This design comes from an exercise in tuning for small area on the open sky130 flow, not from production work. Only simulation tests tie the RTL to the original design; equivalence was not proved. In every run shown here, the design's own scripts or RTL, not TritonCTS, make the clock network. The flow treats the clock pin as an ideal source. Dropping or thinning the clock tree relies on that and would not hold on a real chip.

## flow/area.abc

```
strash
dc2
&get -n
&deepsyn -T 30
&put
dch -f
amap
topo
```

## flow/run.sh

```bash
#!/bin/bash
# The standard ORFS layout (standard.sh) with these changes to how the
# layout is made:
# - synthesis runs the standard synthesis script, but Yosys's abc step uses
#   the area-oriented ABC script flow/area.abc, and half and full adders are left to
#   abc (the ha and fa cells are added to DONT_USE_CELLS);
# - port buffers are buf_1 cells;
# - the clock tree is one level of clock buffers, one per group of nearby
#   registers
#   (flow/pre_cts.tcl, run before the CTS step, which it then skips);
# - constant outputs share the synthesized tie cells.
# make's output goes to make_flow.log here; each step's log is in orfs/logs/.
set -euo pipefail
W=$PWD
sed "s#@ABC@#$W/flow/area.abc#; s#@FLOW_SYNTH@#$W/synth_recipe.tcl#" flow/synth.tcl.in > my_synth.tcl
sed "s#SYNTH_SCRIPT=[^ ]*#SYNTH_SCRIPT=$W/my_synth.tcl#" standard.sh > my_standard.sh
grep -q "SYNTH_SCRIPT=$W/my_synth.tcl" my_standard.sh
PLATFORM_DONT_USE=$(make -s -C "$FLOW_HOME" DESIGN_CONFIG="$W/config.mk" print-DONT_USE_CELLS | sed -n 's/^DONT_USE_CELLS: *//p')
echo "$PLATFORM_DONT_USE" | grep -q probe_p_8
export BUFFER_PORTS_ARGS="-buffer_cell sky130_fd_sc_hd__buf_1"
export PRE_CTS_TCL=$W/flow/pre_cts.tcl
export CLOCK_BUFFER_CELL=${CLOCK_BUFFER_CELL:-sky130_fd_sc_hd__clkbuf_8}
export CLOCK_CLUSTERS=${CLOCK_CLUSTERS:-3}
export SKIP_REPAIR_TIE_FANOUT=1
bash my_standard.sh "DONT_USE_CELLS=$PLATFORM_DONT_USE sky130_fd_sc_hd__ha_1 sky130_fd_sc_hd__ha_2 sky130_fd_sc_hd__ha_4 sky130_fd_sc_hd__fa_1 sky130_fd_sc_hd__fa_2 sky130_fd_sc_hd__fa_4" finish > make_flow.log 2>&1
```

## standard.sh

```bash
#!/bin/bash
# synth_recipe.tcl (not shown) runs the flow's synth.tcl, then flattens the netlist and writes it again
# the make line also repeats each setting of config.mk as NAME=value (left out here)
make -C /OpenROAD-flow-scripts/flow DESIGN_CONFIG=/design/flow/config.mk WORK_HOME=/design/flow/orfs CLKGATE_MAP_FILE= SYNTH_SCRIPT=/design/flow/synth_recipe.tcl "${@:-finish}"
```

## config.mk

```make
export PLATFORM = sky130hd
export DESIGN_NAME = Lab1Top
export DESIGN_NICKNAME = Lab1Top
export VERILOG_FILES = /design/flow/design.v
export SDC_FILE = /design/flow/constraint.sdc
export NUM_CORES = 4
export LEC_CHECK = 0
export CAP_MARGIN = 20
export CORE_MARGIN = 2
export CORE_UTILIZATION = 40
export SLEW_MARGIN = 20
```

## design.v

```verilog
module Lab1Top(clk, sw, ledr, ledg, seg7_out);
  input         clk;
  input  [17:0] sw;
  output [17:0] ledr;
  output [8:0]  ledg;
  output [39:0] seg7_out;
  reg [14:0] s1;
  always @(posedge clk) s1 <= {sw[17:6], sw[2:0]};
  wire [5:0] a = s1[14:9];
  wire [5:0] b = s1[8:3];
  wire show = s1[2];
  wire [1:0] op = s1[1:0];
  wire n1 = b[0] ^ 1'b0;
  wire n2 = (b[1] & ~b[0] & ~1'b0) | (~b[1] & b[0] & 1'b0);
  wire n3 = ((n1 & a[0]) | (n2 & 1'b0)) ^ b[1];
  wire n4 = ((n1 & a[1]) | (n2 & a[0])) ^ b[1];
  wire n5 = ((n1 & a[2]) | (n2 & a[1])) ^ b[1];
  wire n6 = ((n1 & a[3]) | (n2 & a[2])) ^ b[1];
  wire n7 = ((n1 & a[4]) | (n2 & a[3])) ^ b[1];
  wire n8 = ((n1 & a[5]) | (n2 & a[4])) ^ b[1];
  wire n9 = ((n1 & a[5]) | (n2 & a[5])) ^ b[1];
  wire n10 = ~n9;
  wire n11 = b[2] ^ b[1];
  wire n12 = (b[3] & ~b[2] & ~b[1]) | (~b[3] & b[2] & b[1]);
  wire n13 = ((n11 & a[0]) | (n12 & 1'b0)) ^ b[3];
  wire n14 = ((n11 & a[1]) | (n12 & a[0])) ^ b[3];
  wire n15 = ((n11 & a[2]) | (n12 & a[1])) ^ b[3];
  wire n16 = ((n11 & a[3]) | (n12 & a[2])) ^ b[3];
  wire n17 = ((n11 & a[4]) | (n12 & a[3])) ^ b[3];
  wire n18 = ((n11 & a[5]) | (n12 & a[4])) ^ b[3];
  wire n19 = ((n11 & a[5]) | (n12 & a[5])) ^ b[3];
  wire n20 = ~n19;
  wire n21 = b[4] ^ b[3];
  wire n22 = (b[5] & ~b[4] & ~b[3]) | (~b[5] & b[4] & b[3]);
  wire n23 = ((n21 & a[0]) | (n22 & 1'b0)) ^ b[5];
  wire n24 = ((n21 & a[1]) | (n22 & a[0])) ^ b[5];
  wire n25 = ((n21 & a[2]) | (n22 & a[1])) ^ b[5];
  wire n26 = ((n21 & a[3]) | (n22 & a[2])) ^ b[5];
  wire n27 = ((n21 & a[4]) | (n22 & a[3])) ^ b[5];
  wire n28 = ((n21 & a[5]) | (n22 & a[4])) ^ b[5];
  wire n29 = ((n21 & a[5]) | (n22 & a[5])) ^ b[5];
  wire n30 = ~n29;
  wire n31 = b[1] ^ n3;
  wire n32 = b[1] & n3;
  wire n33 = n4 ^ n32;
  wire n34 = n4 & n32;
  wire n35 = b[3] ^ n5 ^ n13;
  wire n36 = (b[3] & n5) | (b[3] & n13) | (n5 & n13);
  wire n37 = n35 ^ n34;
  wire n38 = n35 & n34;
  wire n39 = n6 ^ n14 ^ n36;
  wire n40 = (n6 & n14) | (n6 & n36) | (n14 & n36);
  wire n41 = n39 ^ n38;
  wire n42 = n39 & n38;
  wire n43 = b[5] ^ n7 ^ n15;
  wire n44 = (b[5] & n7) | (b[5] & n15) | (n7 & n15);
  wire n45 = n23 ^ n43 ^ n40;
  wire n46 = (n23 & n43) | (n23 & n40) | (n43 & n40);
  wire n47 = n45 ^ n42;
  wire n48 = n45 & n42;
  wire n49 = n8 ^ n16 ^ n24;
  wire n50 = (n8 & n16) | (n8 & n24) | (n16 & n24);
  wire n51 = n44 ^ n49 ^ n46;
  wire n52 = (n44 & n49) | (n44 & n46) | (n49 & n46);
  wire n53 = n51 ^ n48;
  wire n54 = n51 & n48;
  wire n55 = ~(n10 ^ n17);
  wire n56 = n10 | n17;
  wire n57 = n25 ^ n50 ^ n55;
  wire n58 = (n25 & n50) | (n25 & n55) | (n50 & n55);
  wire n59 = n57 ^ n52 ^ n54;
  wire n60 = (n57 & n52) | (n57 & n54) | (n52 & n54);
  wire n61 = ~(n18 ^ n26);
  wire n62 = n18 | n26;
  wire n63 = n56 ^ n61 ^ n58;
  wire n64 = (n56 & n61) | (n56 & n58) | (n61 & n58);
  wire n65 = n63 ^ n60;
  wire n66 = n63 & n60;
  wire n67 = n20 ^ n27 ^ n62;
  wire n68 = (n20 & n27) | (n20 & n62) | (n27 & n62);
  wire n69 = n67 ^ n64 ^ n66;
  wire n70 = (n67 & n64) | (n67 & n66) | (n64 & n66);
  wire n71 = ~(n28 ^ n68);
  wire n72 = n28 | n68;
  wire n73 = n71 ^ n70;
  wire n74 = n71 & n70;
  wire n75 = n30 ^ n72 ^ n74;
  wire n76 = (n30 & n72) | (n30 & n74) | (n72 & n74);
  wire n77 = ~n76;
  wire [11:0] p = {n77, n75, n73, n69, n65, n59, n53, n47, n41, n37, n33, n31};
  wire dv = ~a[5] & ~b[5] & (|b[4:0]);
  wire n79 = a[0] & dv;
  wire n80 = a[1] & dv;
  wire n81 = a[2] & dv;
  wire n82 = a[3] & dv;
  wire n83 = a[4] & dv;
  wire n84 = b[0] | ~dv;
  wire n85 = ~n84;
  wire n86 = ~(n83 ^ n85);
  wire n87 = n83 | n85;
  wire n88 = n87 & ~(b[1] | b[2] | b[3] | b[4]);
  wire n89 = n88 ? n86 : n83;
  wire n90 = ~n84;
  wire n91 = ~(n82 ^ n90);
  wire n92 = n82 | n90;
  wire n93 = ~b[1];
  wire n94 = n89 ^ n93 ^ n92;
  wire n95 = (n89 & n93) | (n89 & n92) | (n93 & n92);
  wire n96 = n95 & ~(b[2] | b[3] | b[4]);
  wire n97 = n96 ? n91 : n82;
  wire n98 = n96 ? n94 : n89;
  wire n99 = ~n84;
  wire n100 = ~(n81 ^ n99);
  wire n101 = n81 | n99;
  wire n102 = ~b[1];
  wire n103 = n97 ^ n102 ^ n101;
  wire n104 = (n97 & n102) | (n97 & n101) | (n102 & n101);
  wire n105 = ~b[2];
  wire n106 = n98 ^ n105 ^ n104;
  wire n107 = (n98 & n105) | (n98 & n104) | (n105 & n104);
  wire n108 = n107 & ~(b[3] | b[4]);
  wire n109 = n108 ? n100 : n81;
  wire n110 = n108 ? n103 : n97;
  wire n111 = n108 ? n106 : n98;
  wire n112 = ~n84;
  wire n113 = ~(n80 ^ n112);
  wire n114 = n80 | n112;
  wire n115 = ~b[1];
  wire n116 = n109 ^ n115 ^ n114;
  wire n117 = (n109 & n115) | (n109 & n114) | (n115 & n114);
  wire n118 = ~b[2];
  wire n119 = n110 ^ n118 ^ n117;
  wire n120 = (n110 & n118) | (n110 & n117) | (n118 & n117);
  wire n121 = ~b[3];
  wire n122 = n111 ^ n121 ^ n120;
  wire n123 = (n111 & n121) | (n111 & n120) | (n121 & n120);
  wire n124 = n123 & ~(b[4]);
  wire n125 = n124 ? n113 : n80;
  wire n126 = n124 ? n116 : n109;
  wire n127 = n124 ? n119 : n110;
  wire n128 = n124 ? n122 : n111;
  wire n129 = op[1] ? n79 : a[0];
  wire n130 = op[1] ? n125 : a[1];
  wire n131 = op[1] ? n126 : a[2];
  wire n132 = op[1] ? n127 : a[3];
  wire n133 = op[1] ? n128 : a[4];
  wire n134 = op[1] ? (~b[0] & dv) : (b[0] ^ op[0]);
  wire n135 = b[1] ^ op[0];
  wire n136 = b[2] ^ op[0];
  wire n137 = b[3] ^ op[0];
  wire n138 = b[4] ^ op[0];
  wire n139 = b[5] ^ op[0];
  wire n140 = n129 ^ n134 ^ op[0];
  wire n141 = (n129 & n134) | (n129 & op[0]) | (n134 & op[0]);
  wire n142 = n130 ^ n135 ^ n141;
  wire n143 = (n130 & n135) | (n130 & n141) | (n135 & n141);
  wire n144 = n131 ^ n136 ^ n143;
  wire n145 = (n131 & n136) | (n131 & n143) | (n136 & n143);
  wire n146 = n132 ^ n137 ^ n145;
  wire n147 = (n132 & n137) | (n132 & n145) | (n137 & n145);
  wire n148 = n133 ^ n138 ^ n147;
  wire n149 = (n133 & n138) | (n133 & n147) | (n138 & n147);
  wire n150 = a[5] ^ n139 ^ n149;
  wire n151 = n149 ? n140 : n79;
  wire n152 = n149 ? n142 : n125;
  wire n153 = n149 ? n144 : n126;
  wire n154 = n149 ? n146 : n127;
  wire n155 = n149 ? n148 : n128;
  wire [4:0] q = {n88, n96, n108, n124, n149};
  wire [4:0] r = {n155, n154, n153, n152, n151};
  wire [5:0] s = {n150, n148, n146, n144, n142, n140};
  wire bs = b[5] ^ (op[0] & (|b[4:0]));
  wire ovf = ~op[1] & ~(a[5] ^ bs) & (s[5] ^ a[5]);
  wire [11:0] c = op[1] ? (op[0] ? {1'b0, r, 1'b0, q} : p) : {6'd0, s};
  wire [10:0] v = op[1] ? c[10:0] : {{5{s[5]}}, s};
  wire neg = op[1] ? (~op[0] & p[11]) : s[5];
  reg [10:0] m;
  reg nz;
  integer i;
  always @(*) begin
    nz = 1'b0;
    for (i = 0; i < 11; i = i + 1) begin
      m[i] = v[i] ^ (neg & nz);
      nz = nz | v[i];
    end
  end
  reg [11:0] ledr_q;
  reg ovf_q, neg_q;
  reg [10:0] m_q;
  always @(posedge clk) begin
    ledr_q <= show ? c : {a, b};
    ovf_q <= ovf;
    neg_q <= neg;
    m_q <= m;
  end
  function [3:0] dd;
    input [3:0] d;
    reg c;
    begin
      c = d[3] | (d[2] & d[1]) | (d[2] & d[0]);
      dd[3] = c;
      dd[0] = d[0] ^ c;
      dd[1] = c ? ((d[1] & d[0]) | (d[3] & ~d[0])) : d[1];
      dd[2] = (~c & d[2]) | (d[3] & d[0]);
    end
  endfunction
  reg [3:0] du, dt, dh, cu, ct, ch;
  reg th;
  integer k;
  always @(*) begin
    du = 4'd0; dt = 4'd0; dh = 4'd0; th = 1'b0;
    for (k = 10; k >= 0; k = k - 1) begin
      cu = dd(du);
      ct = dd(dt);
      ch = dd(dh);
      du = {cu[2:0], m_q[k]};
      dt = {ct[2:0], cu[3]};
      dh = {ch[2:0], ct[3]};
      th = th | ch[3];
    end
  end
  function [6:0] seg;
    input [3:0] x;
    begin
      seg[0] = x[3] | x[1] | (x[2] ~^ x[0]);
      seg[1] = ~x[2] | (x[1] ~^ x[0]);
      seg[2] = x[2] | ~x[1] | x[0];
      seg[3] = x[3] | (~x[2] & ~x[0]) | (x[1] & ~x[0]) | (~x[2] & x[1]) | (x[2] & ~x[1] & x[0]);
      seg[4] = ~x[0] & (~x[2] | x[1]);
      seg[5] = x[3] | x[2] | (~x[1] & ~x[0]);
      seg[6] = x[3] | (x[2] ^ x[1]) | (x[1] & ~x[0]);
    end
  endfunction
  assign ledr = {ledr_q, 6'd0};
  assign ledg = {ovf_q, 8'd0};
  assign seg7_out = ~{1'b0, neg_q, 6'd0,
                      1'b0, seg({3'd0, th}),
                      1'b0, seg(dh),
                      1'b0, seg(dt),
                      1'b0, seg(du)};
endmodule
```

## flow/pre_cts.tcl

```tcl
# Clock tree: the registers are split into CLOCK_CLUSTERS groups by position
# (k-means); one clock buffer (CLOCK_BUFFER_CELL), placed at the centre of its
# group, drives each group, and the clock port drives only these buffers.
# The standard CTS command is then skipped.
set block [ord::get_db_block]
set k $::env(CLOCK_CLUSTERS)
set regs {}
foreach inst [$block getInsts] {
  if { [string match "*dfxtp*" [[$inst getMaster] getName]] } {
    set box [$inst getBBox]
    lappend regs [list $inst [expr { ([$box xMin] + [$box xMax]) / 2.0 }] \
      [expr { ([$box yMin] + [$box yMax]) / 2.0 }]]
  }
}
# k-means, started from registers spread along the sorted x order
set sorted [lsort -real -index 1 $regs]
set n [llength $sorted]
set centres {}
for { set i 0 } { $i < $k } { incr i } {
  set r [lindex $sorted [expr { int(($i + 0.5) * $n / $k) }]]
  lappend centres [list [lindex $r 1] [lindex $r 2]]
}
for { set iter 0 } { $iter < 50 } { incr iter } {
  set groups [lrepeat $k {}]
  foreach r $regs {
    set best 0
    set bd 1e30
    for { set i 0 } { $i < $k } { incr i } {
      lassign [lindex $centres $i] cx cy
      set d [expr { abs([lindex $r 1] - $cx) + abs([lindex $r 2] - $cy) }]
      if { $d < $bd } { set bd $d; set best $i }
    }
    lset groups $best [concat [lindex $groups $best] [list $r]]
  }
  set new {}
  for { set i 0 } { $i < $k } { incr i } {
    set g [lindex $groups $i]
    if { [llength $g] == 0 } { lappend new [lindex $centres $i]; continue }
    set sx 0.0
    set sy 0.0
    foreach r $g { set sx [expr { $sx + [lindex $r 1] }]; set sy [expr { $sy + [lindex $r 2] }] }
    lappend new [list [expr { $sx / [llength $g] }] [expr { $sy / [llength $g] }]]
  }
  set centres $new
}
set dbu [$block getDefUnits]
set clk [$block findNet clk]
for { set i 0 } { $i < $k } { incr i } {
  set g [lindex $groups $i]
  if { [llength $g] == 0 } { continue }
  set pins {}
  foreach r $g { lappend pins [get_pins -of_objects [get_cells [[lindex $r 0] getName]] -filter "name == CLK"] }
  lassign [lindex $centres $i] cx cy
  puts "Clock buffer $i for [llength $g] registers at ([expr { $cx / $dbu }], [expr { $cy / $dbu }])"
  insert_buffer -buffer_cell $::env(CLOCK_BUFFER_CELL) -net clk -load_pins $pins \
    -buffer_name clkbuf_regs_$i -net_name clk_regs_$i \
    -location [list [expr { $cx / $dbu }] [expr { $cy / $dbu }]]
}
foreach inst [$block getInsts] {
  if { [string match "clkbuf_regs_*" [$inst getName]] } {
    foreach it [$inst getITerms] {
      if { [$it getNet] != "NULL" && [[$it getNet] getName] ni {VPWR VGND} } {
        [$it getNet] setSigType CLOCK
      }
    }
  }
}
proc clock_tree_synthesis { args } {
  puts "clock_tree_synthesis skipped: the clock buffers are already in place"
}
```

## flow/synth.tcl.in

```
# The standard synthesis (synth_recipe.tcl), with Yosys's abc step given the
# area-oriented script @ABC@ in place of the one ORFS picks.
proc abc {args} {
  set i [lsearch -exact $args -script]
  if { $i >= 0 } { lset args [expr { $i + 1 }] @ABC@ }
  yosys abc {*}$args
}
source @FLOW_SYNTH@
```

## constraint.sdc

```tcl
create_clock -name core_clock -period 18.0 [get_ports {clk}]
set_input_delay 3.6000 -clock core_clock [delete_from_list [all_inputs] [get_ports {clk}]]
set_output_delay 3.6000 -clock core_clock [all_outputs]
set_load 0.01 [all_outputs]
```

==> results by group, run 1 <==
Outcome
  • Status: timing/DRC/antenna clean

Logic synthesis
  • Top post-synthesis cells by area: dfxtp_1 23%, nor2_1 16%, a21oi_1 9.4%
  • Sequential area share after synthesis: 23.2%
  • YS warnings: 1
  • Number of flops mapped to enable cells by yosys: 0
  • Synth area leader: dfxtp_1
  • Async S/R FF share, synth: 0%
  • Synth cell types: 32
  • Share of the synthesized area in the top cell type: 23.2%
  • Synthesized cell area: 3450 um2
  • Top FF cell, synth: dfxtp_1
  • Synth Register Bits: 40
  • Cells after Synth: 576
  • Syn avg cell area: 6.00 um2

Detailed routing
  • First-pass DRT Iterations: 5
  • Routed via count: 3,846
  • # DRC: 0
  • Final antenna-violating net count: 0
  • DR vias/cell: 5.46
  • Routed WL: 9.44 mm
  • 1st-iter DRT viols: 285
  • Mean routed wirelength per cell: 13.4 um

Worst hold path
  • HP Start: s1[7]
  • Min-delay worst type: flip-flop to flip-flop
  • Hold path cells: 2
  • Hold Path Sink: ledr_q[4]

Critical path
  • Reg2reg setup slack: 7.64 ns
  • Crit path capture type: output pin
  • CP Data Arrival Time: 7.56 ns
  • Most common cell on crit path: clkinv_1
  • CP max FO: 9
  • Reg2reg path depth: 56
  • RR Startpoint: s1[4]
  • Critical path class: flip-flop to output pin
  • Worst r2r dst: m_q[9]
  • CP required: 14.40 ns
  • Slowest stage delay, CP: 0.68 ns
  • CP Launch Type: flip-flop
  • Critical path's slowest cell: o21ai_0

Layout
  • Final core occ: 43.1%
  • Area added between synthesis and finish: 3.70%
  • Share of layout cells above drive strength 1: 0.500%
  • Inserted Diodes: 0
  • Final nets: 621
  • Commonest non-fill, non-tap cell in the layout: nor2_1
  • Commonest cells after routing, fill and taps aside: 148 x nor2_1, 65 x a21oi_1, 56 x clkinv_1, 55 x o21ai_0, 54 x buf_1

Die
  • Core Area: 8300 um2
  • Die footprint: 9390 um2
  • Die X: 96.9 um
  • Boundary pin count: 86
  • Num rows: 33
  • Die height: 96.9 um
  • Starting Density: 41.6%

Clock network
  • Post-cts resize count: 0
  • Setup Fix Bufs, Post-CTS: 0
  • Cts-stage hold buffer count: 0
  • Clock-pin slew on the worst setup and hold paths: 0.09 ns
  • Clk Latency, worst-skew pair: 0.15 ns

Global route
  • Gr usage total: 19.3%
  • Vias in the first global route: 3,215
  • Grt total ovfl: 0
  • Pin count of the biggest net entering global routing: 19
  • First-pass GRT wire length: 15.7 mm
  • Antenna violations before repair: 0

Flow run
  • Max-cap violations: 0

Place
  • RePlAce Congestion: 0.957
  • HPWL after DPL: 7.56 mm
  • Port bufs: 54

Timing
  • Clk_skew: 0.0136 ns
  • Fmax achieved: 0.0896 GHz
  • Hold Fails Final Rpt: 0
  • Setup_tns: 0 ns
  • RSZ-0062 raised after global routing: no
  • Max-slew headroom: 42.4%
  • Least-Margin Pin Slew: 0.855 ns
  • Setup violators final: 0
  • Tcrit/Tclk final: 62.0%
  • Slew Viols, Final: 0
  • Minimum clock period: 11.16 ns
[area by class of cell, without the clock buffers]
class,count,area [um2]
fillers,911,4720
multi-input cells,447,2190
flip-flops and latches,40,801
inverters,56,210
repair buffers,54,203
well taps,105,131
[layer usage]
metal | track usage (%) | wire length (um) | vias up
met3 | 1.66 | 669 | 13
met2 | 30.7 | 4000 | 145
met5 | 0 | 0 | -
li1 | - | - | 2039
met1 | 29.5 | 4660 | 1649
met4 | 1.84 | 105 | 0
[per-stage QoR]
| step | hold slack, ns | setup slack [ns] | instances | cell area, um2 |
|---|---|---|---|---|
| 3_3_place_gp | 0.583 | 7.33 | 702 | 3540 |
| 5_1_grt | 0.594 | 5.76 | 705 | 3580 |
| 2_1_floorplan | 0.479 | 8.15 | 576 | 3450 |
| 4_1_cts | 0.585 | 7.10 | 705 | 3580 |
| 3_5_place_dp | 0.586 | 7.16 | 702 | 3540 |
| 6_report | 0.585 | 6.84 | 705 | 3580 |
[synth_stat cells, types with 2 or more instances]
master and n:
or2_0 12, a21boi_0 3, nor3_1 12, buf_4 33
nor2_1 148, o32ai_1 4, o31a_1 2, dfxtp_1 40
a221oi_1 4, nor4_1 2, conb_1 2, a211oi_1 5
nor2b_1 8, a22oi_1 3, o22ai_1 39, and2_0 2
a31oi_1 8, clkinv_1 56, nand3_1 2, o21a_1 7
nand2_1 52, a21oi_1 65, o21ai_0 55, o22a_1 4
[how the worst max path moves through the flow]
| stage | startpoint | end | cells past startpoint |
|---|---|---|---|
| final | m_q[10] | seg7_out[6] | 38 |
| after global routing | m_q[10] | seg7_out[6] | 38 |
| after CTS | m_q[10] | seg7_out[6] | 38 |
| after detailed placement | m_q[10] | seg7_out[6] | 38 |
| after global placement | m_q[10] | seg7_out[6] | 38 |
| after floorplan | m_q[10] | seg7_out[6] | 36 |
[critical path, delay by kind of cell (launching register included)]
| family | cells | cell delay, ns |
|---|---|---|
| AOI/OAI and AO/OA | 16 | 4.21 |
| buffers and inverters | 9 | 1.36 |
| DFF | 1 | 0.39 |
| and+or+nand+nor | 13 | 1.48 |
[sequential cells by signal (all words and copies together), names as in the netlist]
name and cells:
s1 15, ledr_q 12, m_q 11, neg_q 1, ovf_q 1
[cells by family (layout without fill, tap and decap cells)]
kind of cell | Yosys count | in the layout | share of synthesized area [%]
and+or+nand+nor | 241 | 241 | 28.7
AOI/OAI and AO/OA | 204 | 204 | 34.7
buffers and inverters | 89 | 113 | 13.3
DFF | 40 | 40 | 23.2
other | 2 | 2 | 0.217
==> run 2: changes to the inputs <==
--- a/design.v
+++ b/design.v
@@ -4,12 +4,15 @@
   output [17:0] ledr;
   output [8:0]  ledg;
   output [39:0] seg7_out;
-  reg [14:0] s1;
-  always @(posedge clk) s1 <= {sw[17:6], sw[2:0]};
-  wire [5:0] a = s1[14:9];
-  wire [5:0] b = s1[8:3];
-  wire show = s1[2];
-  wire [1:0] op = s1[1:0];
+  reg [14:0] s1, s2;
+  always @(posedge clk) begin
+    s1 <= {sw[17:6], sw[2:0]};
+    s2 <= s1;
+  end
+  wire [5:0] a = s2[14:9];
+  wire [5:0] b = s2[8:3];
+  wire show = s2[2];
+  wire [1:0] op = s2[1:0];
   wire n1 = b[0] ^ 1'b0;
   wire n2 = (b[1] & ~b[0] & ~1'b0) | (~b[1] & b[0] & 1'b0);
   wire n3 = ((n1 & a[0]) | (n2 & 1'b0)) ^ b[1];
@@ -184,15 +187,10 @@
       nz = nz | v[i];
     end
   end
-  reg [11:0] ledr_q;
-  reg ovf_q, neg_q;
-  reg [10:0] m_q;
-  always @(posedge clk) begin
-    ledr_q <= show ? c : {a, b};
-    ovf_q <= ovf;
-    neg_q <= neg;
-    m_q <= m;
-  end
+  wire [11:0] ledr_q = show ? c : {a, b};
+  wire ovf_q = ovf;
+  wire neg_q = neg;
+  wire [10:0] m_q = m;
   function [3:0] dd;
     input [3:0] d;
     reg c;
==> run 2 against run 1 <==
Area after synthesis shrank 4.8%. First-iteration DRC count grew 5.6%. Register-to-register slack gained 10 ns. Highest routed layer unchanged. Hold slack lost 0.26 ns. Worst setup slack lost 5.2 ns. Cell count grew 2.0%.
==> results by group, run 2 <==
Outcome
  • Status: timing/DRC/antenna clean

Critical path
  • CP required: 14.40 ns
  • CP max FO: 10
  • CP Data Arrival Time: 12.74 ns
  • Reg2reg path depth: 0
  • Reg2reg setup slack: 17.60 ns
  • Crit path capture type: output pin
  • Critical path class: flip-flop to output pin
  • Critical path's slowest cell: dfxtp_1
  • Most common cell on crit path: nor2_1
  • CP Launch Type: flip-flop
  • Slowest stage delay, CP: 0.55 ns

Timing
  • Tcrit/Tclk final: 90.8%
  • Least-Margin Pin Slew: 0.719 ns
  • Setup violators final: 0
  • Max-slew headroom: 51.5%
  • Hold Fails Final Rpt: 0
  • Clk_skew: 0.00458 ns
  • Slew Viols, Final: 0
  • Minimum clock period: 16.34 ns
  • RSZ-0062 raised after global routing: no
  • Setup_tns: 0 ns
  • Fmax achieved: 0.0612 GHz
  • Fin Hold WS: 0.321 ns

Clock network
  • Cts-stage hold buffer count: 0
  • Clk Latency, worst-skew pair: 0.13 ns
  • Clock-pin slew on the worst setup and hold paths: 0.07 ns

Logic synthesis
  • Number of flops mapped to enable cells by yosys: 0
  • Synth cell types: 37
  • Synth Register Bits: 30
  • Most frequent cells after synthesis: 137 x nor2_1, 71 x clkinv_1, 62 x a21oi_1, 60 x o21ai_0, 54 x nand2_1
  • Synthesized cell area: 3290 um2
  • Share of the synthesized area in the top cell type: 18.3%
  • Cells after Synth: 575
  • Sequential area share after synthesis: 18.3%
  • Top post-synthesis cells by area: dfxtp_1 18%, nor2_1 16%, a21oi_1 9.4%
  • Cell with the most instances after synthesis: nor2_1
  • Syn avg cell area: 5.72 um2
  • Synth area leader: dfxtp_1
  • Top FF cell, synth: dfxtp_1
  • Async S/R FF share, synth: 0%
  • YS warnings: 1

Die
  • Core Area: 8090 um2
  • Die footprint: 8960 um2
  • Starting Density: 40.6%
  • Num rows: 33
  • Die height: 94.7 um
  • Die X: 94.7 um
  • Boundary pin count: 86

Global route
  • Gr usage total: 21.6%
  • Pin count of the biggest net entering global routing: 17
  • Grt total ovfl: 0
  • Vias in the first global route: 3,548
  • First-pass GRT wire length: 16.1 mm
  • Antenna violations before repair: 0

Layout
  • Non-filler cells, final: 719
  • Commonest cells after routing, fill and taps aside: 131 x nor2_1, 66 x clkinv_1, 58 x a21oi_1, 55 x o21ai_0
  • Area added between synthesis and finish: 11.7%
  • Register Area: 606 um2
  • Commonest non-fill, non-tap cell in the layout: nor2_1
  • Final nets: 635
  • Multi-input combinational cell area: 2300 um2
  • Share of layout cells above drive strength 1: 7.82%
  • Largest regs: s1: 15 flops, s2: 15 flops
  • Final core occ: 45.4%
  • Layout fillers: 893
  • Inserted Diodes: 0

Detailed routing
  • Mean routed wirelength per cell: 13.6 um
  • 1st-iter DRT viols: 301
  • M1 wire length: 4.57 mm
  • Final antenna-violating net count: 0
  • Routed via count: 3,981
  • Metal3 WL: 718 um
  • DR vias/cell: 5.54
  • # DRC: 0
  • Met2 wire length: 4.27 mm
  • First-pass DRT Iterations: 5
  • Highest routed metal layer: met4
  • Routed WL: 9.75 mm

Flow run
  • Max-cap violations: 0

Place
  • Port bufs: 54
  • RePlAce Congestion: 0.928
  • Cells after DPL: 712
  • HPWL after DPL: 7.67 mm

Worst hold path
  • Hold path cells: 0
  • Min-delay worst type: flip-flop to flip-flop
==> run 2: repair_timing <==
action / 4_1_cts / 5_1_grt
gates resized for setup: 0 / 40
endpoints found under the setup margin: 0 / 21
buffers inserted: 0 / 4
endpoints found under the hold margin: 0 / 0
==> run 2: cell type report, without the clock buffers <==
| type | count | share of cell area, % |
|---|---|---|
| inverter | 71 | 7.57 |
| multi-input combinational | 441 | 62.6 |
| sequential | 30 | 16.5 |
| tap | 105 | 3.58 |
| timing repair buffer | 69 | 8.59 |
==> run 2: worst max-delay path, delay by kind of cell (launching register included) <==
kind / cells / cell delay, ns
AO/OA/AOI/OAI: 26 / 4.72
buffers and inverters: 10 / 1.39
flip-flops: 1 / 0.55
AND/OR/NAND/NOR: 52 / 5.90
==> run 2: path summary, 6_finish.rpt <==
kind / end / startpoint
worst min-delay path: s2[6] / s1[6]
worst min register to register: s2[6] / s1[6]
worst max-delay path: seg7_out[10] / s2[4]
worst max register to register: s2[12] / s1[12]
==> run 2: stage by stage <==
step	worst slack, ns	instance area (um2)
after global placement	0.991	3460
after floorplan	1.84	3290
after detailed placement	0.570	3460
after global routing	0.00728	3670
final	1.66	3670
after CTS	0.473	3500
==> run 2: logic make-up after synthesis <==
| logic type | Yosys count | synth area share (%) |
|---|---|---|
| xor gates and xnor gates | 1 | 0.267 |
| DFF | 30 | 18.3 |
| and+or+nand+nor | 243 | 30.8 |
| buffers and inverters | 104 | 15.6 |
| other | 2 | 0.228 |
| AOI/OAI and AO/OA | 195 | 34.8 |
==> run 2: layer usage <==
layer | up-vias | track usage (%)
li1 | 2056 | -
met1 | 1734 | 31.0
met2 | 170 | 36.1
met3 | 21 | 1.36
met4 | 0 | 3.50
met5 | - | 0
==> run 3: changes to the inputs <==
--- a/config.mk
+++ b/config.mk
@@ -8,4 +8,5 @@
 export CAP_MARGIN = 20
 export CORE_MARGIN = 2
 export CORE_UTILIZATION = 40
+export SETUP_SLACK_MARGIN = -0.8
 export SLEW_MARGIN = 20
==> run 3 against run 2 <==
Still clean. Maximum frequency decreased by 4.1%. Clock skew about the same. Sequential share of layout area increased by 0.19 points. Hold slack improved by 0.00054 ns. Routed wire length decreased by 0.25%. Via count increased by 1.3%. Die area unchanged. Register-to-register slack about the same. Highest routed layer unchanged.
==> results by group, run 3 <==
Outcome
  • Status: timing/DRC/antenna clean

Global route
  • Gr usage total: 21.6%
  • Vias in the first global route: 3,548
  • Grt total ovfl: 0
  • First-pass GRT wire length: 16.1 mm
  • Pin count of the biggest net entering global routing: 17
  • Antenna violations before repair: 0

Layout
  • Inserted Diodes: 0
  • Final instance area: 3610 um2
  • Commonest non-fill, non-tap cell in the layout: nor2_1
  • Final nets: 635
  • Area added between synthesis and finish: 9.71%
  • Largest regs: s1: 15 flops, s2: 15 flops
  • Share of layout cells above drive strength 1: 6.03%
  • Commonest cells after routing, fill and taps aside: 132 x nor2_1, 68 x clkinv_1, 60 x a21oi_1, 59 x o21ai_0

Logic synthesis
  • Synth area leader: dfxtp_1
  • YS warnings: 1
  • Number of flops mapped to enable cells by yosys: 0
  • Top post-synthesis cells by area: dfxtp_1 18%, nor2_1 16%, a21oi_1 9.4%
  • Syn avg cell area: 5.72 um2
  • Top FF cell, synth: dfxtp_1
  • Most frequent cells after synthesis: 137 x nor2_1, 71 x clkinv_1, 62 x a21oi_1, 60 x o21ai_0, 54 x nand2_1
  • Synth cell types: 37
  • Cell with the most instances after synthesis: nor2_1
  • Share of the synthesized area in the top cell type: 18.3%
  • Synth Register Bits: 30
  • Cells after Synth: 575
  • Synthesized cell area: 3290 um2
  • Sequential area share after synthesis: 18.3%
  • Async S/R FF share, synth: 0%

Critical path
  • CP bufs+invs: 11
  • Crit path max-delay family: compound AO/OA/AOI/OAI gates
  • Slowest stage delay, CP: 0.48 ns
  • CP required: 14.40 ns
  • Reg2reg setup slack: 17.60 ns
  • Most common cell on crit path: nor2_1
  • Critical path class: flip-flop to output pin
  • CP Launch Type: flip-flop
  • Worst r2r dst: s2[12]
  • RR Startpoint: s1[12]
  • CP Data Arrival Time: 13.44 ns
  • Reg2reg path depth: 0
  • Crit path capture type: output pin
  • CP max FO: 11
  • Critical path's slowest cell: dfxtp_2

Timing
  • Slew Viols, Final: 0
  • Hold Fails Final Rpt: 0
  • Minimum clock period: 17.04 ns
  • Least-Margin Pin Slew: 0.732 ns
  • Fmax achieved: 0.0587 GHz
  • Max-slew headroom: 50.6%
  • Setup violators final: 0
  • Clk_skew: 0.00412 ns
  • Tcrit/Tclk final: 94.7%
  • Setup_tns: 0 ns

Place
  • DP Area: 3460 um2
  • Port bufs: 54
  • RePlAce Congestion: 0.928
  • HPWL after DPL: 7.67 mm

Flow run
  • Max-cap violations: 0

Worst hold path
  • Hold Path Sink: s2[6]
  • HP Start: s1[6]
  • Min-delay worst type: flip-flop to flip-flop
  • Hold path cells: 0

Detailed routing
  • First-pass DRT Iterations: 5
  • # DRC: 0
  • 1st-iter DRT viols: 267
  • DR vias/cell: 5.61
  • Routed WL: 9.72 mm
  • Final antenna-violating net count: 0
  • Routed via count: 4,034
  • Mean routed wirelength per cell: 13.5 um

Clock network
  • Cts-stage hold buffer count: 0
  • Clk Latency, worst-skew pair: 0.13 ns
  • Clock-pin slew on the worst setup and hold paths: 0.06 ns

Die
  • Die footprint: 8960 um2
  • Die height: 94.7 um
  • Boundary pin count: 86
  • Die X: 94.7 um
  • Num rows: 33
  • Starting Density: 40.6%
  • Core Area: 8090 um2
## run 3: cell counts after synthesis
No cell type changed its count.
## run 3: worst max path at each step
| stage | startpoint | end | slack (ns) | depth (start not counted) |
|---|---|---|---|---|
| global placement | s2[4] | seg7_out[10] | 0.99 | 82 |
| floorplan | s2[6] | seg7_out[10] | 1.84 | 79 |
| finish | s2[3] | seg7_out[10] | 0.96 | 82 |
| global route | s2[3] | seg7_out[10] | -0.85 | 84 |
| CTS | s2[4] | seg7_out[9] | 0.47 | 86 |
| detailed placement | s2[4] | seg7_out[9] | 0.57 | 84 |
## run 3: timing repair
item | 4_1_cts | 5_1_grt
endpoints found under the setup margin | 0 | 21
gates resized for setup | 0 | 21
setup buffers | 0 | 4
## run 3: cells by family (layout without fill, tap and decap cells)
group / after synthesis / count (layout) / synth area share [%]
and+or+nand+nor: 243 / 243 / 30.8
AOI/OAI and AO/OA: 195 / 195 / 34.8
buffers and inverters: 104 / 143 / 15.6
DFF: 30 / 30 / 18.3
other: 2 / 2 / 0.228
xor gates and xnor gates: 1 / 1 / 0.267
## run 3: final cells by class, without the clock buffers
| cell class | count | area [um2] |
|---|---|---|
| Tap cell | 105 | 131 |
| Timing Repair Buffer | 69 | 315 |
| Multi-Input combinational cell | 441 | 2240 |
| Sequential cell | 30 | 602 |
| Inverter | 71 | 274 |
| Fill cell | 900 | 4490 |
## run 3: layer usage
layer / wire length (um) / up-vias / GRT usage (%) / share of wire, %
met4: 150 / 0 / 3.50 / 1.5
met1: 4530 / 1779 / 31.0 / 47
met2: 4300 / 186 / 36.1 / 44
li1: - / 2051 / - / -
met3: 749 / 18 / 1.36 / 7.7
met5: 0 / - / 0 / 0
## run 3: stage by stage
step           setup WS, ns  hold WS [ns]  utilization, %  std cells
2_1_floorplan          1.84         0.310               -        575
3_3_place_gp          0.991         0.311            42.7        712
3_5_place_dp          0.570         0.312            42.7        712
4_1_cts               0.473         0.312            43.2        715
5_1_grt              -0.846         0.327            44.6        719
6_report              0.961         0.321            44.6        719
==> run 4: changes to the inputs <==
--- a/flow/run.sh
+++ b/flow/run.sh
@@ -22,4 +22,5 @@
 export CLOCK_BUFFER_CELL=${CLOCK_BUFFER_CELL:-sky130_fd_sc_hd__clkbuf_8}
 export CLOCK_CLUSTERS=${CLOCK_CLUSTERS:-3}
 export SKIP_REPAIR_TIE_FANOUT=1
+export REMOVE_ABC_BUFFERS=1
 bash my_standard.sh "DONT_USE_CELLS=$PLATFORM_DONT_USE sky130_fd_sc_hd__ha_1 sky130_fd_sc_hd__ha_2 sky130_fd_sc_hd__ha_4 sky130_fd_sc_hd__fa_1 sky130_fd_sc_hd__fa_2 sky130_fd_sc_hd__fa_4" finish > make_flow.log 2>&1
--- a/config.mk
+++ b/config.mk
@@ -8,5 +8,6 @@
 export CAP_MARGIN = 20
 export CORE_MARGIN = 2
 export CORE_UTILIZATION = 40
-export SETUP_SLACK_MARGIN = -0.8
+export GPL_TIMING_DRIVEN = 0
+export SETUP_SLACK_MARGIN = -1.0
 export SLEW_MARGIN = 20
==> run 4 against run 3 <==
Critical path depth up 1. Still clean on timing, DRC and antenna. Critical endpoint unchanged. Synthesized cell count unchanged. Core utilization down 0.59 points.
==> results by group, run 4 <==
Place
  • Port bufs: 54
  • RePlAce Congestion: 0.925
  • DP Area: 3370 um2
  • Cells after DPL: 701
  • HPWL after DPL: 7.68 mm

Layout
  • Inserted Diodes: 0
  • Commonest cells after routing, fill and taps aside: 131 x nor2_1, 69 x clkinv_1, 58 x a21oi_1, 57 x o21ai_0
  • Largest regs: s1: 15 flops, s2: 15 flops
  • Area added between synthesis and finish: 8.26%
  • Non-filler cells, final: 706
  • Final nets: 622
  • Commonest non-fill, non-tap cell in the layout: nor2_1
  • Share of layout cells above drive strength 1: 4.83%
  • Final instance area: 3560 um2
  • Final core occ: 44.0%

Detailed routing
  • Met2 wire length: 4.26 mm
  • Final antenna-violating net count: 0
  • Metal3 WL: 707 um
  • # DRC: 0
  • M1 wire length: 4.45 mm
  • DR vias/cell: 5.56
  • Routed WL: 9.62 mm
  • Routed via count: 3,927
  • Highest routed metal layer: met4
  • Mean routed wirelength per cell: 13.6 um
  • First-pass DRT Iterations: 5
  • 1st-iter DRT viols: 329

Die
  • Num rows: 33
  • Boundary pin count: 86
  • Starting Density: 40.6%
  • Die height: 94.7 um
  • Die footprint: 8960 um2
  • Die X: 94.7 um
  • Core Area: 8090 um2

Clock network
  • Cts-stage hold buffer count: 0
  • Clock-pin slew on the worst setup and hold paths: 0.07 ns
  • Clk Latency, worst-skew pair: 0.12 ns

Worst hold path
  • Min-delay worst type: flip-flop to flip-flop

Logic synthesis
  • Top FF cell, synth: dfxtp_1
  • Synth Register Bits: 30
  • Top post-synthesis cells by area: dfxtp_1 18%, nor2_1 16%, a21oi_1 9.4%
  • Syn avg cell area: 5.72 um2
  • Sequential area share after synthesis: 18.3%
  • Synth cell types: 37
  • Synthesized cell area: 3290 um2
  • YS warnings: 1
  • Number of flops mapped to enable cells by yosys: 0
  • Most frequent cells after synthesis: 137 x nor2_1, 71 x clkinv_1, 62 x a21oi_1, 60 x o21ai_0, 54 x nand2_1
  • Synth area leader: dfxtp_1
  • Share of the synthesized area in the top cell type: 18.3%
  • Cell with the most instances after synthesis: nor2_1
  • Async S/R FF share, synth: 0%
  • Cells after Synth: 575

Timing
  • Setup violators final: 0
  • Minimum clock period: 17.33 ns
  • Hold Fails Final Rpt: 0
  • Fmax achieved: 0.0577 GHz
  • Setup_tns: 0 ns
  • Max-slew headroom: 33.8%
  • Least-Margin Pin Slew: 0.986 ns
  • Tcrit/Tclk final: 96.3%
  • Clk_skew: 0.000343 ns
  • Slew Viols, Final: 0

Critical path
  • Most common cell on crit path: nor2_1
  • Critical path's slowest cell: dfxtp_2
  • CP max FO: 13
  • CP required: 14.40 ns
  • Slowest stage delay, CP: 0.42 ns
  • CP Launch Type: flip-flop
  • Crit path capture type: output pin
  • Critical path class: flip-flop to output pin
  • CP Data Arrival Time: 13.73 ns

Global route
  • Grt total ovfl: 0
  • Pin count of the biggest net entering global routing: 17
  • Vias in the first global route: 3,257
  • Antenna violations before repair: 0
  • Gr usage total: 20.6%
  • First-pass GRT wire length: 15.3 mm

Flow run
  • Max-cap violations: 0

Outcome
  • Status: timing/DRC/antenna clean
-- run 4: what timing repair did --
action | in CTS | in global routing
setup endpoints to repair | 0 | 21
endpoints found under the hold margin | 0 | 0
resized for setup | 0 | 32
buffers inserted | 0 | 2
-- run 4: cells by family after synthesis --
logic type / synth area share (%)
xor+xnor: 0.267
compound gates: 34.8
simple gates: 30.8
buf+inv: 15.6
flops: 18.3
other cells: 0.228
-- run 4: area by class of cell, without the clock buffers --
type / instances / area (um2)
Timing Repair Buffer: 56 / 218
Multi-Input combinational cell: 441 / 2290
Tap cell: 105 / 131
Inverter: 71 / 270
Fill cell: 909 / 4530
Sequential cell: 30 / 603
-- run 4: worst paths after layout --
path / start / cells after the start / slack [ns] / to
setup / recovery: s2[6] / 83 / 0.67 / seg7_out[10]
hold / removal: s1[2] / 0 / 0.33 / s2[2]
setup reg to reg: s1[4] / 0 / 17.60 / s2[4]
hold reg to reg: s1[2] / 0 / 0.33 / s2[2]
-- run 4: stage by stage --
stage / hold WS, ns / setup slack, ns
after floorplan: 0.310 / 1.81
after global placement: 0.311 / -0.732
after detailed placement: 0.313 / -0.883
after CTS: 0.313 / -0.953
after global routing: 0.333 / -1.04
final: 0.326 / 0.674
-- run 4: worst max-delay path: cells and delay by family (launching register included) --
kind | cells | cell delay [ns]
and+or+nand+nor | 49 | 6.39
AOI/OAI and AO/OA | 26 | 5.54
buffers and inverters | 8 | 1.23
DFF | 1 | 0.42
-- run 4: per-layer routing --
layer  track usage [%]  vias to the layer above
li1                  -                     2029
met1              29.6                     1741
met2              33.9                      142
met3              1.52                       15
met4              4.35                        0
met5                 0                        -
==> run 5: changes to the inputs <==
--- a/flow/run.sh
+++ b/flow/run.sh
@@ -22,5 +22,5 @@
 export CLOCK_BUFFER_CELL=${CLOCK_BUFFER_CELL:-sky130_fd_sc_hd__clkbuf_8}
 export CLOCK_CLUSTERS=${CLOCK_CLUSTERS:-3}
 export SKIP_REPAIR_TIE_FANOUT=1
-export REMOVE_ABC_BUFFERS=1
+export GPL_KEEP_OVERFLOW=0
 bash my_standard.sh "DONT_USE_CELLS=$PLATFORM_DONT_USE sky130_fd_sc_hd__ha_1 sky130_fd_sc_hd__ha_2 sky130_fd_sc_hd__ha_4 sky130_fd_sc_hd__fa_1 sky130_fd_sc_hd__fa_2 sky130_fd_sc_hd__fa_4" finish > make_flow.log 2>&1
--- a/config.mk
+++ b/config.mk
@@ -8,6 +8,5 @@
 export CAP_MARGIN = 20
 export CORE_MARGIN = 2
 export CORE_UTILIZATION = 40
-export GPL_TIMING_DRIVEN = 0
 export SETUP_SLACK_MARGIN = -1.0
 export SLEW_MARGIN = 20
==> run 5 against run 4 <==
Cell count unchanged. Critical endpoint unchanged. Global-route usage up 0.19 points. Maximum frequency up 0.81%.
==> results by group, run 5 <==
Outcome
  • Status: timing/DRC/antenna clean

Logic synthesis
  • Number of flops mapped to enable cells by yosys: 0
  • Most frequent cells after synthesis: 137 x nor2_1, 71 x clkinv_1, 62 x a21oi_1, 60 x o21ai_0, 54 x nand2_1
  • Async S/R FF share, synth: 0%
  • Cells after Synth: 575
  • YS warnings: 1
  • Top post-synthesis cells by area: dfxtp_1 18%, nor2_1 16%, a21oi_1 9.4%
  • Synth area leader: dfxtp_1
  • Synth Register Bits: 30
  • Sequential area share after synthesis: 18.3%
  • Syn avg cell area: 5.72 um2
  • Cell with the most instances after synthesis: nor2_1
  • Top FF cell, synth: dfxtp_1
  • Synth cell types: 37
  • Share of the synthesized area in the top cell type: 18.3%
  • Synthesized cell area: 3290 um2

Die
  • Core Area: 8090 um2
  • Starting Density: 40.6%
  • Die height: 94.7 um
  • Boundary pin count: 86
  • Num rows: 33
  • Die X: 94.7 um
  • Die footprint: 8960 um2

Layout
  • Final nets: 622
  • Area added between synthesis and finish: 7.88%
  • Non-filler cells, final: 706
  • Layout fillers: 895
  • Commonest cells after routing, fill and taps aside: 131 x nor2_1, 70 x clkinv_1, 58 x a21oi_1, 57 x o21ai_0
  • Share of layout cells above drive strength 1: 4.66%
  • Final core occ: 43.8%
  • Commonest non-fill, non-tap cell in the layout: nor2_1
  • Largest regs: s1: 15 flops, s2: 15 flops
  • Final instance area: 3550 um2
  • Inserted Diodes: 0

Detailed routing
  • Routed WL: 9.52 mm
  • First-pass DRT Iterations: 5
  • Mean routed wirelength per cell: 13.5 um
  • DR vias/cell: 5.54
  • # DRC: 0
  • 1st-iter DRT viols: 340
  • Routed via count: 3,911
  • Final antenna-violating net count: 0

Place
  • Port bufs: 54
  • HPWL after DPL: 7.38 mm
  • DP Area: 3370 um2
  • Cells after DPL: 701
  • RePlAce Congestion: 0.914

Flow run
  • Max-cap violations: 0

Critical path
  • Critical path's slowest cell: a221oi_4
  • Most common cell on crit path: nor2_1
  • CP max FO: 13
  • Critical path class: flip-flop to output pin
  • CP Data Arrival Time: 13.59 ns
  • CP Launch Type: flip-flop
  • Crit path capture type: output pin
  • CP required: 14.40 ns
  • Slowest stage delay, CP: 0.43 ns

Global route
  • Pin count of the biggest net entering global routing: 17
  • Antenna violations before repair: 0
  • Gr usage total: 20.8%
  • Vias in the first global route: 3,331
  • First-pass GRT wire length: 15.5 mm
  • Grt total ovfl: 0

Timing
  • Minimum clock period: 17.19 ns
  • Clk_skew: 0.000633 ns
  • Setup violators final: 0
  • Tcrit/Tclk final: 95.5%
  • Fin Hold WS: 0.325 ns
  • Setup_tns: 0 ns
  • Max-slew headroom: 37.1%
  • Least-Margin Pin Slew: 0.943 ns
  • Slew Viols, Final: 0
  • Hold Fails Final Rpt: 0
  • Fmax achieved: 0.0582 GHz

Clock network
  • Clock-pin slew on the worst setup and hold paths: 0.06 ns
  • Cts-stage hold buffer count: 0
  • Clk Latency, worst-skew pair: 0.13 ns

Worst hold path
  • Min-delay worst type: flip-flop to flip-flop
[run 5: kinds of logic after synthesis]
group | synth area share (%)
xor+xnor | 0.267
buf+inv | 15.6
simple gates | 30.8
compound gates | 34.8
other cells | 0.228
flops | 18.3
[run 5: layer usage]
metal / track usage [%] / vias to the layer above / wire [um] / part of all wire (%)
met3: 1.28 / 22 / 830 / 8.7
li1: - / 2018 / - / -
met5: 0 / - / 0 / 0
met2: 33.5 / 183 / 4100 / 43
met1: 31.0 / 1688 / 4410 / 46
met4: 3.14 / 0 / 180 / 1.9
[run 5: per-stage QoR]
step	worst slack (ns)
final	0.813
after global routing	-1.07
after CTS	-0.551
after detailed placement	-0.499
after global placement	-0.159
after floorplan	1.84
[run 5: final timing paths]
check,start,endpoint,slack (ns),cells after the start
setup / recovery,s2[6],seg7_out[10],0.81,83
hold / removal,s1[12],s2[12],0.33,0
setup reg to reg,s1[14],s2[14],17.60,0
hold reg to reg,s1[12],s2[12],0.33,0
[run 5: cell type report, without the clock buffers]
class	instances	area (um2)	area share, %
Inverter	71	267	7.52
Multi-Input combinational cell	441	2290	64.5
Sequential cell	30	603	17.0
Tap cell	105	131	3.71
Timing Repair Buffer	56	218	6.14
[run 5: repair_timing]
action | in CTS | in global routing
setup buffers | 0 | 2
setup endpoints to repair | 0 | 21
gates resized for setup | 0 | 29
[run 5: worst max-delay path: cells and delay by family (launching register included)]
| kind | cells | cell delay (ns) |
|---|---|---|
| AND/OR/NAND/NOR | 46 | 5.65 |
| AO/OA/AOI/OAI | 28 | 6.15 |
| buffers and inverters | 9 | 1.23 |
| flip-flops | 1 | 0.42 |
==> run 6: changes to the inputs <==
--- a/flow/run.sh
+++ b/flow/run.sh
@@ -22,5 +22,4 @@
 export CLOCK_BUFFER_CELL=${CLOCK_BUFFER_CELL:-sky130_fd_sc_hd__clkbuf_8}
 export CLOCK_CLUSTERS=${CLOCK_CLUSTERS:-3}
 export SKIP_REPAIR_TIE_FANOUT=1
-export GPL_KEEP_OVERFLOW=0
 bash my_standard.sh "DONT_USE_CELLS=$PLATFORM_DONT_USE sky130_fd_sc_hd__ha_1 sky130_fd_sc_hd__ha_2 sky130_fd_sc_hd__ha_4 sky130_fd_sc_hd__fa_1 sky130_fd_sc_hd__fa_2 sky130_fd_sc_hd__fa_4" finish > make_flow.log 2>&1
==> run 6 against run 5 <==
Still clean. Area after synthesis is the same. Routed wire length increased by 0.76%. Final area barely moved. Worst setup slack improved by 0.030 ns. Die area unchanged. Clock skew grew 0.0038 ns. Core utilization about the same. Sequential cell count is the same. Synthesized cell count did not move. Highest routed layer unchanged.
==> results by group, run 6 <==
Timing
  • Clk_skew: 0.00439 ns
  • Minimum clock period: 17.16 ns
  • Setup_tns: 0 ns
  • Hold Fails Final Rpt: 0
  • Fmax achieved: 0.0583 GHz
  • Least-Margin Pin Slew: 0.699 ns
  • Slew Viols, Final: 0
  • Tcrit/Tclk final: 95.3%
  • Max-slew headroom: 52.2%
  • Fin Hold WS: 0.321 ns
  • Setup violators final: 0

Logic synthesis
  • Most frequent cells after synthesis: 137 x nor2_1, 71 x clkinv_1, 62 x a21oi_1, 60 x o21ai_0, 54 x nand2_1
  • Sequential area share after synthesis: 18.3%
  • Top post-synthesis cells by area: dfxtp_1 18%, nor2_1 16%, a21oi_1 9.4%
  • Number of flops mapped to enable cells by yosys: 0
  • Synth Register Bits: 30
  • Synth cell types: 37
  • YS warnings: 1
  • Cells after Synth: 575
  • Syn avg cell area: 5.72 um2
  • Top FF cell, synth: dfxtp_1
  • Async S/R FF share, synth: 0%
  • Share of the synthesized area in the top cell type: 18.3%
  • Cell with the most instances after synthesis: nor2_1
  • Synthesized cell area: 3290 um2
  • Synth area leader: dfxtp_1

Critical path
  • Crit path max-delay family: compound AO/OA/AOI/OAI gates
  • Most common cell on crit path: nor2_1
  • CP Launch Type: flip-flop
  • Critical path's slowest cell: dfxtp_1
  • CP bufs+invs: 10
  • Crit path capture type: output pin
  • Critical path class: flip-flop to output pin
  • Instance count on the critical path: 82
  • CP required: 14.40 ns
  • CP Data Arrival Time: 13.56 ns
  • CP max FO: 12
  • Slowest stage delay, CP: 0.49 ns
  • Reg2reg path depth: 0

Layout
  • Area added between synthesis and finish: 7.84%
  • Layout fillers: 905
  • Final core occ: 43.8%
  • Inserted Diodes: 0
  • Register Area: 602 um2
  • Largest regs: s1: 15 flops, s2: 15 flops
  • Share of layout cells above drive strength 1: 4.43%
  • Multi-input combinational cell area: 2220 um2
  • Commonest cells after routing, fill and taps aside: 133 x nor2_1, 70 x clkinv_1, 60 x a21oi_1, 59 x o21ai_0
  • Final nets: 631
  • Commonest non-fill, non-tap cell in the layout: nor2_1

Detailed routing
  • First-pass DRT Iterations: 8
  • Routed via count: 3,979
  • 1st-iter DRT viols: 377
  • # DRC: 0
  • Mean routed wirelength per cell: 13.4 um
  • Final antenna-violating net count: 0
  • Routed WL: 9.60 mm
  • DR vias/cell: 5.57

Place
  • HPWL after DPL: 7.67 mm
  • RePlAce Congestion: 0.928
  • Port bufs: 54

Global route
  • Pin count of the biggest net entering global routing: 17
  • Antenna violations before repair: 0
  • Vias in the first global route: 3,548
  • Grt total ovfl: 0
  • First-pass GRT wire length: 16.1 mm
  • Gr usage total: 21.6%

Die
  • Die height: 94.7 um
  • Die footprint: 8960 um2
  • Core Area: 8090 um2
  • Starting Density: 40.6%
  • Boundary pin count: 86
  • Die X: 94.7 um
  • Num rows: 33

Worst hold path
  • Hold path cells: 0
  • Min-delay worst type: flip-flop to flip-flop

Outcome
  • Status: timing/DRC/antenna clean

Clock network
  • Clk Latency, worst-skew pair: 0.13 ns
  • Clock-pin slew on the worst setup and hold paths: 0.06 ns
  • Setup Fix Bufs, Post-CTS: 0

Flow run
  • Max-cap violations: 0
## run 6: kinds of logic (layout without fill, tap and decap cells)
kind of cell,count (synthesis),after routing,synth area share [%]
and+or+nand+nor,243,243,30.8
DFF,30,30,18.3
AOI/OAI and AO/OA,195,195,34.8
buffers and inverters,104,139,15.6
xor gates and xnor gates,1,1,0.267
other,2,2,0.228
## run 6: path summary, 6_finish.rpt
path | from | end | slack, ns
worst max-delay path | s2[13] | seg7_out[10] | 0.84
worst min-delay path | s1[6] | s2[6] | 0.32
worst max register to register | s1[12] | s2[12] | 17.60
worst min register to register | s1[6] | s2[6] | 0.32
## run 6: routing by layer
metal | global-route usage, % | part of all wire (%)
met5 | 0 | 0
met4 | 3.50 | 1.4
met1 | 31.0 | 47
met2 | 36.1 | 44
met3 | 1.36 | 7.9
## run 6: area by class of cell, without the clock buffers
class                           count  area share [%]
Inverter                           71            7.52
Multi-Input combinational cell    441            62.6
Sequential cell                    30            17.0
Tap cell                          105            3.71
Timing Repair Buffer               65            8.05
## run 6: per-stage QoR
step	cell area, um2	instances	worst slack [ns]
floorplan	3290	575	1.84
global placement	3460	712	0.991
detailed placement	3460	712	0.570
CTS	3500	715	0.473
global route	3540	715	-1.04
finish	3540	715	0.843
## run 6: repair_timing
action | CTS | global route
gates resized for setup | 0 | 14
setup endpoints to repair | 0 | 19
hold buffers | 0 | 0
==> run 7: changes to the inputs <==
--- a/flow/run.sh
+++ b/flow/run.sh
@@ -20,6 +20,6 @@
 export BUFFER_PORTS_ARGS="-buffer_cell sky130_fd_sc_hd__buf_1"
 export PRE_CTS_TCL=$W/flow/pre_cts.tcl
 export CLOCK_BUFFER_CELL=${CLOCK_BUFFER_CELL:-sky130_fd_sc_hd__clkbuf_8}
-export CLOCK_CLUSTERS=${CLOCK_CLUSTERS:-3}
+export CLOCK_CLUSTERS=${CLOCK_CLUSTERS:-2}
 export SKIP_REPAIR_TIE_FANOUT=1
 bash my_standard.sh "DONT_USE_CELLS=$PLATFORM_DONT_USE sky130_fd_sc_hd__ha_1 sky130_fd_sc_hd__ha_2 sky130_fd_sc_hd__ha_4 sky130_fd_sc_hd__fa_1 sky130_fd_sc_hd__fa_2 sky130_fd_sc_hd__fa_4" finish > make_flow.log 2>&1
==> flow/area.abc (replaced) <==
strash
dc2
&get -n
&deepsyn -T 30
&put
dch -f
amap -m
topo
==> run 7 against run 6 <==
Still clean. Register-to-register slack is essentially flat. Core utilization grew 0.22 points. Highest routed layer unchanged.
==> results by group, run 7 <==
Timing
  • Minimum clock period: 17.04 ns
  • Tcrit/Tclk final: 94.7%
  • Least-Margin Pin Slew: 1.07 ns
  • Fin Hold WS: 0.332 ns
  • Hold Fails Final Rpt: 0
  • Worst setup margin: 0.959 ns
  • Clk_skew: 0.000858 ns
  • Setup violators final: 0
  • Slew Viols, Final: 0
  • Max-slew headroom: 27.5%
  • Fmax achieved: 0.0587 GHz

Die
  • Boundary pin count: 86
  • Starting Density: 40.8%
  • Num rows: 33
  • Die height: 94.8 um
  • Core Area: 8090 um2
  • Die footprint: 8990 um2
  • Die X: 94.8 um

Logic synthesis
  • Synthesized cell area: 3300 um2
  • Synth Register Bits: 30
  • Sequential area share after synthesis: 18.2%
  • Async S/R FF share, synth: 0%
  • YS warnings: 1
  • Cell with the most instances after synthesis: nor2_1
  • Top FF cell, synth: dfxtp_1
  • Share of the synthesized area in the top cell type: 18.2%
  • Most frequent cells after synthesis: 112 x nor2_1, 73 x clkinv_1, 69 x o21ai_0, 64 x nand2_1, 50 x a21oi_1
  • Syn avg cell area: 5.77 um2
  • Synth cell types: 34
  • Cells after Synth: 572
  • Number of flops mapped to enable cells by yosys: 0
  • Synth area leader: dfxtp_1
  • Top post-synthesis cells by area: dfxtp_1 18%, nor2_1 13%, o21ai_0 10%

Global route
  • Grt total ovfl: 0
  • Gr usage total: 20.9%
  • Vias in the first global route: 3,390
  • First-pass GRT wire length: 15.5 mm
  • Pin count of the biggest net entering global routing: 17
  • Antenna violations before repair: 0

Outcome
  • Status: timing/DRC/antenna clean

Critical path
  • CP bufs+invs: 13
  • Worst r2r dst: s2[1]
  • Critical path class: flip-flop to output pin
  • CP Data Arrival Time: 13.44 ns
  • CP max FO: 5
  • Crit path capture type: output pin
  • Slowest stage delay, CP: 0.37 ns
  • Reg2reg path depth: 0
  • Most common cell on crit path: nor2_1
  • CP Launch Type: flip-flop
  • Critical path's slowest cell: a221oi_4
  • Reg2reg setup slack: 17.59 ns
  • Crit path max-delay family: compound AO/OA/AOI/OAI gates
  • CP required: 14.40 ns
  • RR Startpoint: s1[1]

Clock network
  • Clk Latency, worst-skew pair: 0.14 ns
  • Clock-pin slew on the worst setup and hold paths: 0.08 ns
  • Setup Fix Bufs, Post-CTS: 0

Worst hold path
  • Hold Path Sink: s2[13]
  • Min-delay worst type: flip-flop to flip-flop
  • HP Start: s1[13]
  • Hold path cells: 0

Detailed routing
  • Met2 wire length: 4.16 mm
  • Metal3 WL: 713 um
  • 1st-iter DRT viols: 414
  • First-pass DRT Iterations: 6
  • Final antenna-violating net count: 0
  • Routed via count: 3,903
  • # DRC: 0
  • Mean routed wirelength per cell: 13.3 um
  • M1 wire length: 4.44 mm
  • Highest routed metal layer: met4
  • DR vias/cell: 5.47
  • Routed WL: 9.51 mm

Layout
  • Area added between synthesis and finish: 7.96%
  • Commonest non-fill, non-tap cell in the layout: nor2_1
  • Share of layout cells above drive strength 1: 4.28%
  • Largest regs: s1: 15 flops, s2: 15 flops
  • Commonest cells after routing, fill and taps aside: 110 x nor2_1, 71 x clkinv_1, 67 x o21ai_0, 64 x nand2_1, 54 x buf_1
  • Non-filler cells, final: 713
  • Inserted Diodes: 0
  • Final nets: 629
  • Final instance area: 3560 um2

Place
  • DP Area: 3480 um2
  • Cells after DPL: 711
  • Port bufs: 54
  • HPWL after DPL: 7.67 mm
  • RePlAce Congestion: 0.973
  • Setup WS pre-CTS: 0.559 ns

Flow run
  • Max-cap violations: 0
-- run 7: per-layer routing --
layer	track usage [%]	up-vias
li1	-	2049
met1	29.9	1672
met2	34.2	165
met3	2.08	17
met4	4.23	0
met5	0	-
-- run 7: area by class of cell, without the clock buffers --
class / instances / area, um2
Fill cell: 907 / 4530
Inverter: 73 / 278
Multi-Input combinational cell: 436 / 2220
Sequential cell: 30 / 604
Tap cell: 105 / 131
Timing Repair Buffer: 67 / 300
-- run 7: stage by stage --
| step | TNS [ns] | utilization (%) |
|---|---|---|
| floorplan | 0 | - |
| global placement | 0 | 43.0 |
| detailed placement | 0 | 43.0 |
| CTS | 0 | 43.4 |
| global route | -12.48 | 44.0 |
| finish | 0 | 44.0 |
-- run 7: worst max-delay path by stage --
stage / from / endpoint / slack, ns / depth (start not counted)
floorplan: s2[6] / seg7_out[10] / 1.01 / 82
global placement: s2[5] / seg7_out[10] / 0.83 / 83
detailed placement: s2[5] / seg7_out[10] / 0.56 / 83
CTS: s2[5] / seg7_out[10] / 0.50 / 83
global route: s2[6] / seg7_out[10] / -0.98 / 83
finish: s2[6] / seg7_out[10] / 0.96 / 83
-- run 7: kinds of logic after synthesis --
| group | count (synthesis) | synth area share (%) |
|---|---|---|
| buffers and inverters | 106 | 15.8 |
| DFF | 30 | 18.2 |
| AOI/OAI and AO/OA | 199 | 35.6 |
| xor gates and xnor gates | 1 | 0.266 |
| and+or+nand+nor | 234 | 29.8 |
| other | 2 | 0.228 |
-- run 7: repair_timing --
item | in CTS | in global routing
resized for setup | 0 | 16
hold buffers | 0 | 0
setup endpoints to repair | 0 | 21

## static timing again, ports no longer ideal
In the flow no input, the clock included, has a driving cell. The finished layouts below were timed again as built, in two steps.
Step 1, drivers: a clkbuf_16 drives clk and a buf_2 each remaining input, both assumed.
Step 2 moves the port delays by t, midway between the first and last clock arrival at a register: inputs arrive t later, outputs are due t later. That takes back most of the time a late clock gives input paths.
Three values: ideal ports, drivers, drivers and shift; two values: the first two.
run	shift t [ns]	setup slack, ns	worst setup path after step 2	latest minus earliest clock arrival (ns)
run 1	0.192	6.837 / 6.788 / 6.980	register to output	0.014 / 0.014
run 2	0.167	1.665 / 1.623 / 1.790	register to output	0.007 / 0.006
run 3	0.166	0.961 / 0.920 / 1.086	register to output	0.007 / 0.006
run 4	0.166	0.674 / 0.634 / 0.800	register to output	0.010 / 0.010
run 5	0.169	0.813 / 0.771 / 0.940	register to output	0.004 / 0.004
run 6	0.167	0.843 / 0.802 / 0.969	register to output	0.007 / 0.006
run 7	0.173	0.959 / 0.927 / 1.100	register to output	0.006 / 0.005
After both steps every run listed still meets setup and hold.
